Source: an optimization exercise on an open RTL-to-GDS flow (aim: small area and a short achievable clock period). Production flows keep margins and buffers that such runs may drop. The RTL was checked by simulation tests, not by an equivalence proof against the original design. Power is estimated from default activity; no workload was simulated.

Design hashed_global_branch_predictor, start of the top module:
module hashed_global_branch_predictor #(
    parameter GHR_WIDTH = 8,
    parameter HASH_KEY  = 8'b10111010   
)(
    input  wire              clk,
    input  wire              rst,
    input  wire              predict_request,
    output wire              predicted_taken,
    input  wire              update_enable,
    input  wire              actual_taken
);
==> module hashed_global_branch_predictor, before the edit <==
module hashed_global_branch_predictor #(
    parameter GHR_WIDTH = 8,
    parameter HASH_KEY  = 8'b10111010   
)(
    input  wire              clk,
    input  wire              rst,
    input  wire              predict_request,
    output wire              predicted_taken,
    input  wire              update_enable,
    input  wire              actual_taken
);
    localparam N = 1 << GHR_WIDTH;
    reg  [GHR_WIDTH-1:0] ghr;
    reg  [N-1:0]         pn;       
    reg  [N-1:0]         h;        
    reg                  pred_q;   
    reg                  cur_h;    
    wire [GHR_WIDTH-1:0] index = ghr ^ HASH_KEY;
    assign predicted_taken = predict_request & pred_q;
    wire upd_p = cur_h ? pred_q : actual_taken;
    wire upd_h = ~(pred_q ^ actual_taken);
    wire [15:0] row = rst ? 16'hffff : (16'd1 << index[7:4]);
    wire [15:0] col = rst ? 16'hffff : (16'd1 << index[3:0]);
    wire wr_pn = ~rst & ~(update_enable ? upd_p : pred_q);
    wire wr_h  = ~rst &  (update_enable ? upd_h : cur_h);
    genvar i;
    generate
        for (i = 0; i < N; i = i + 1) begin : g_entry
            wire sel = row[i >> 4] & col[i & 15];
            always @(posedge clk) begin
                if (rst) begin
                    pn[i] <= 1'b0;
                    h[i]  <= 1'b0;
                end else if (sel) begin
                    pn[i] <= wr_pn;
                    h[i]  <= wr_h;
                end
            end
        end
    endgenerate
    wire [GHR_WIDTH-2:0] pair = ghr[GHR_WIDTH-2:0] ^ HASH_KEY[GHR_WIDTH-1:1];
    wire [N/2-1:0] pn_even, pn_odd, h_even, h_odd;
    generate
        for (i = 0; i < N/2; i = i + 1) begin : g_pair
            assign pn_even[i] = pn[2*i];
            assign pn_odd[i]  = pn[2*i+1];
            assign h_even[i]  = h[2*i];
            assign h_odd[i]   = h[2*i+1];
        end
    endgenerate
    wire rd_odd = actual_taken ^ HASH_KEY[0];
    wire rd_p   = rd_odd ? ~pn_odd[pair] : ~pn_even[pair];
    wire rd_h   = rd_odd ?  h_odd[pair]  :  h_even[pair];
    wire same = (ghr[GHR_WIDTH-2:0] == ghr[GHR_WIDTH-1:1]) &&
                (actual_taken == ghr[0]);
    always @(posedge clk or posedge rst) begin
        if (rst) begin
            ghr    <= 0;
            pred_q <= 1'b1;
            cur_h  <= 1'b0;
        end else if (update_enable) begin
            ghr    <= {ghr[GHR_WIDTH-2:0], actual_taken};
            pred_q <= same ? upd_p : rd_p;
            cur_h  <= same ? upd_h : rd_h;
        end
    end
endmodule
make LEC_CHECK=0 CAP_MARGIN=20 CORE_MARGIN=2 CORE_UTILIZATION=40 SETUP_SLACK_MARGIN=3.3 SLEW_MARGIN=20 finish   # period 6.0 ns
run.sh (not shown) runs the stock make flow with config.mk's settings and CLKGATE_MAP_FILE= SYNTH_SCRIPT=/design/flow/synth_recipe.tcl, a recipe that flattens the netlist after the stock synthesis.
The baseline finished with timing, DRC and antenna clean.
Next try:
==> flow/design.v (replaced) <==
module hashed_global_branch_predictor #(
    parameter GHR_WIDTH = 8,
    parameter HASH_KEY  = 8'b10111010   
)(
    input  wire              clk,
    input  wire              rst,
    input  wire              predict_request,
    output wire              predicted_taken,
    input  wire              update_enable,
    input  wire              actual_taken
);
    localparam N = 1 << GHR_WIDTH;
    reg  [GHR_WIDTH-1:0] ghr;
    reg  [N-1:0]         pn;       
    reg  [N-1:0]         h;        
    reg                  pred_q;   
    wire [GHR_WIDTH-1:0] index = ghr ^ HASH_KEY;
    assign predicted_taken = predict_request & pred_q;
    wire new_h = ~(pred_q ^ actual_taken);
    wire [15:0] row = rst ? 16'hffff : (16'd1 << index[7:4]);
    wire [15:0] col = rst ? 16'hffff :
                      update_enable ? (16'd1 << index[3:0]) : 16'd0;
    wire wr_pn = ~actual_taken & ~rst;
    wire wr_h  = new_h & ~rst;
    genvar i;
    generate
        for (i = 0; i < N; i = i + 1) begin : g_entry
            wire sel  = row[i >> 4] & col[i & 15];
            wire selp = sel & (~h[i] | rst);
            always @(posedge clk) begin
                if (selp) pn[i] <= wr_pn;
                if (sel)  h[i]  <= wr_h;
            end
        end
    endgenerate
    wire [GHR_WIDTH-2:0] pair = ghr[GHR_WIDTH-2:0] ^ HASH_KEY[GHR_WIDTH-1:1];
    wire [N/2-1:0] pn_even, pn_odd;
    generate
        for (i = 0; i < N/2; i = i + 1) begin : g_pair
            assign pn_even[i] = pn[2*i];
            assign pn_odd[i]  = pn[2*i+1];
        end
    endgenerate
    wire rd_even = ~pn_even[pair];
    wire rd_odd  = ~pn_odd[pair];
    wire rd_p    = (actual_taken ^ HASH_KEY[0]) ? rd_odd : rd_even;
    wire same = (ghr[GHR_WIDTH-2:0] == ghr[GHR_WIDTH-1:1]) &&
                (actual_taken == ghr[0]);
    wire h_same = ghr[0] ? h[~HASH_KEY] : h[HASH_KEY];
    wire new_p  = h_same ? pred_q : actual_taken;
    always @(posedge clk or posedge rst) begin
        if (rst) begin
            ghr    <= 0;
            pred_q <= 1'b1;
        end else if (update_enable) begin
            ghr    <= {ghr[GHR_WIDTH-2:0], actual_taken};
            pred_q <= same ? new_p : rd_p;
        end
    end
endmodule
The new run produced a clean layout.
Total power came out lower by about 19%.
Via count came out lower by about 28%.
Flip-flop and latch count shrinks by 1.
Wire length fell by 24%.
Register-to-register slack is better by 0.13 ns.
Final area fell by 0.68%.
Die area goes up by 3.1%.
Area after synthesis rose by about 3%.
Clock power goes down by 7.9%.

* * *

## rev 12
Another version of the RTL of hashed_global_branch_predictor (not shown whole).
Size in the first run: roughly 2500 cells after synthesis, about 520 flip-flops, about 6 I/O pins, ~0.021 sq mm of cells after synthesis.
==> module hashed_global_branch_predictor, before the edit <==
module hashed_global_branch_predictor #(
    parameter GHR_WIDTH = 8,
    parameter HASH_KEY  = 8'b10111010   
)(
    input  wire              clk,
    input  wire              rst,
    input  wire              predict_request,
    output wire              predicted_taken,
    input  wire              update_enable,
    input  wire              actual_taken
);
    localparam N = 1 << GHR_WIDTH;
    reg  [GHR_WIDTH-1:0] ghr;
    reg  [N-1:0]         pn;       
    reg  [N-1:0]         h;        
    reg                  pred_q;   
    wire [GHR_WIDTH-1:0] index = ghr ^ HASH_KEY;
    assign predicted_taken = predict_request & pred_q;
    wire new_h = ~(pred_q ^ actual_taken);
    wire [15:0] row = rst ? 16'hffff : (16'd1 << index[7:4]);
    wire [15:0] col = rst ? 16'hffff :
                      update_enable ? (16'd1 << index[3:0]) : 16'd0;
    wire wr_pn = ~actual_taken & ~rst;
    wire wr_h  = new_h & ~rst;
    genvar i;
    generate
        for (i = 0; i < N; i = i + 1) begin : g_entry
            wire sel  = row[i >> 4] & col[i & 15];
            wire selp = sel & (~h[i] | rst);
            always @(posedge clk) begin
                if (rst) begin
                    pn[i] <= 1'b0;
                    h[i]  <= 1'b0;
                end else begin
                    if (selp) pn[i] <= wr_pn;
                    if (sel)  h[i]  <= wr_h;
                end
            end
        end
    endgenerate
    wire [GHR_WIDTH-2:0] pair = ghr[GHR_WIDTH-2:0] ^ HASH_KEY[GHR_WIDTH-1:1];
    wire [N/2-1:0] pn_even, pn_odd;
    generate
        for (i = 0; i < N/2; i = i + 1) begin : g_pair
            assign pn_even[i] = pn[2*i];
            assign pn_odd[i]  = pn[2*i+1];
        end
    endgenerate
    wire rd_even = ~pn_even[pair];
    wire rd_odd  = ~pn_odd[pair];
    wire rd_p    = (actual_taken ^ HASH_KEY[0]) ? rd_odd : rd_even;
    wire same = (ghr[GHR_WIDTH-2:0] == ghr[GHR_WIDTH-1:1]) &&
                (actual_taken == ghr[0]);
    wire h_same = ghr[0] ? h[~HASH_KEY] : h[HASH_KEY];
    wire new_p  = h_same ? pred_q : actual_taken;
    always @(posedge clk or posedge rst) begin
        if (rst) begin
            ghr    <= 0;
            pred_q <= 1'b1;
        end else if (update_enable) begin
            ghr    <= {ghr[GHR_WIDTH-2:0], actual_taken};
            pred_q <= same ? new_p : rd_p;
        end
    end
endmodule
Settings: LEC_CHECK=0, CAP_MARGIN=20, CORE_MARGIN=2, CORE_UTILIZATION=40, CTS_CLUSTER_DIAMETER=100, CTS_CLUSTER_SIZE=25, SETUP_SLACK_MARGIN=3.38, SLEW_MARGIN=20, TNS_END_PERCENT=100; clock period 6.0 ns.
#### Input delta (rev 13 over rev 12)
--- a/flow/design.v
+++ b/flow/design.v
@@ -25,19 +25,17 @@
     genvar i;
     generate
         for (i = 0; i < N; i = i + 1) begin : g_entry
             wire sel  = row[i >> 4] & col[i & 15];
             wire selp = sel & (~h[i] | rst);
             always @(posedge clk) begin
-                if (rst) begin
-                    pn[i] <= 1'b0;
-                    h[i]  <= 1'b0;
-                end else begin
-                    if (selp) pn[i] <= wr_pn;
-                    if (sel)  h[i]  <= wr_h;
-                end
+                if (selp) pn[i] <= wr_pn;
+            end
+            always @(posedge clk) begin
+                if (rst)      h[i] <= 1'b0;
+                else if (sel) h[i] <= wr_h;
             end
         end
     endgenerate
     wire [GHR_WIDTH-2:0] pair = ghr[GHR_WIDTH-2:0] ^ HASH_KEY[GHR_WIDTH-1:1];
     wire [N/2-1:0] pn_even, pn_odd;
     generate
[summary]
- Taking rev 12 as the reference, in rev 13 overall routed net length moved down, non-clock buffer area fraction after layout moved up, multi-input combinational cell count moved down.
- Reported for rev 12 and rev 13, setup total negative slack turned out identical to the last digit.
- Across both runs, leakage power total was higher for rev 13 than for rev 12.
- Rev 12 -> rev 13: cell count after placement decreased by more than 10%
- | global routing met2 resource utilization | rev 13 vs rev 12 | 5.1 points lower |
- Rev 13 ended with more starting density of the core than rev 12.
- Detailed placement HPWL on rev 13 is ahead of rev 12.
- Looking at share of total power in combinational logic across rev 12 and rev 13, the one that comes out higher is rev 13.

[port drivers added, routing unchanged]
How much do the figures lean on ideal ports? The routed layouts below were timed once more, with nothing changed but the port constraints.
Step 1 (the two cells are an assumption about what drives the block):
set clk [get_ports {clk}]
set_driving_cell -lib_cell sky130_fd_sc_hd__clkbuf_16 $clk
set_driving_cell -lib_cell sky130_fd_sc_hd__buf_2 [delete_from_list [all_inputs] $clk]
Step 2 moves the port delays by t, midway between the first and last clock arrival at a register: inputs arrive t later, outputs are due t later. That takes back most of the time a late clock gives input paths.
Three values: ideal ports, drivers, drivers and shift; two values: the first two.
run	t (ns)	slack for setup (ns)	worst register clock-pin slew, ns	worst data-port slew with drivers (ns)
the first run of note 1	0.661	3.160 / 3.030 / 2.370	0.07 / 0.07	0.29
the second run of note 1	0.639	3.281 / 3.248 / 2.712	0.06 / 0.06	0.06
rev 12	0.638	3.282 / 3.248 / 2.699	0.11 / 0.11	0.15
rev 13	0.631	3.280 / 3.248 / 2.772	0.11 / 0.11	0.08
After both steps every run listed still meets setup and hold. The setup slack of the first run of note 1, which loses most, moves by -0.130 ns with the drivers and by -0.790 ns with both steps.
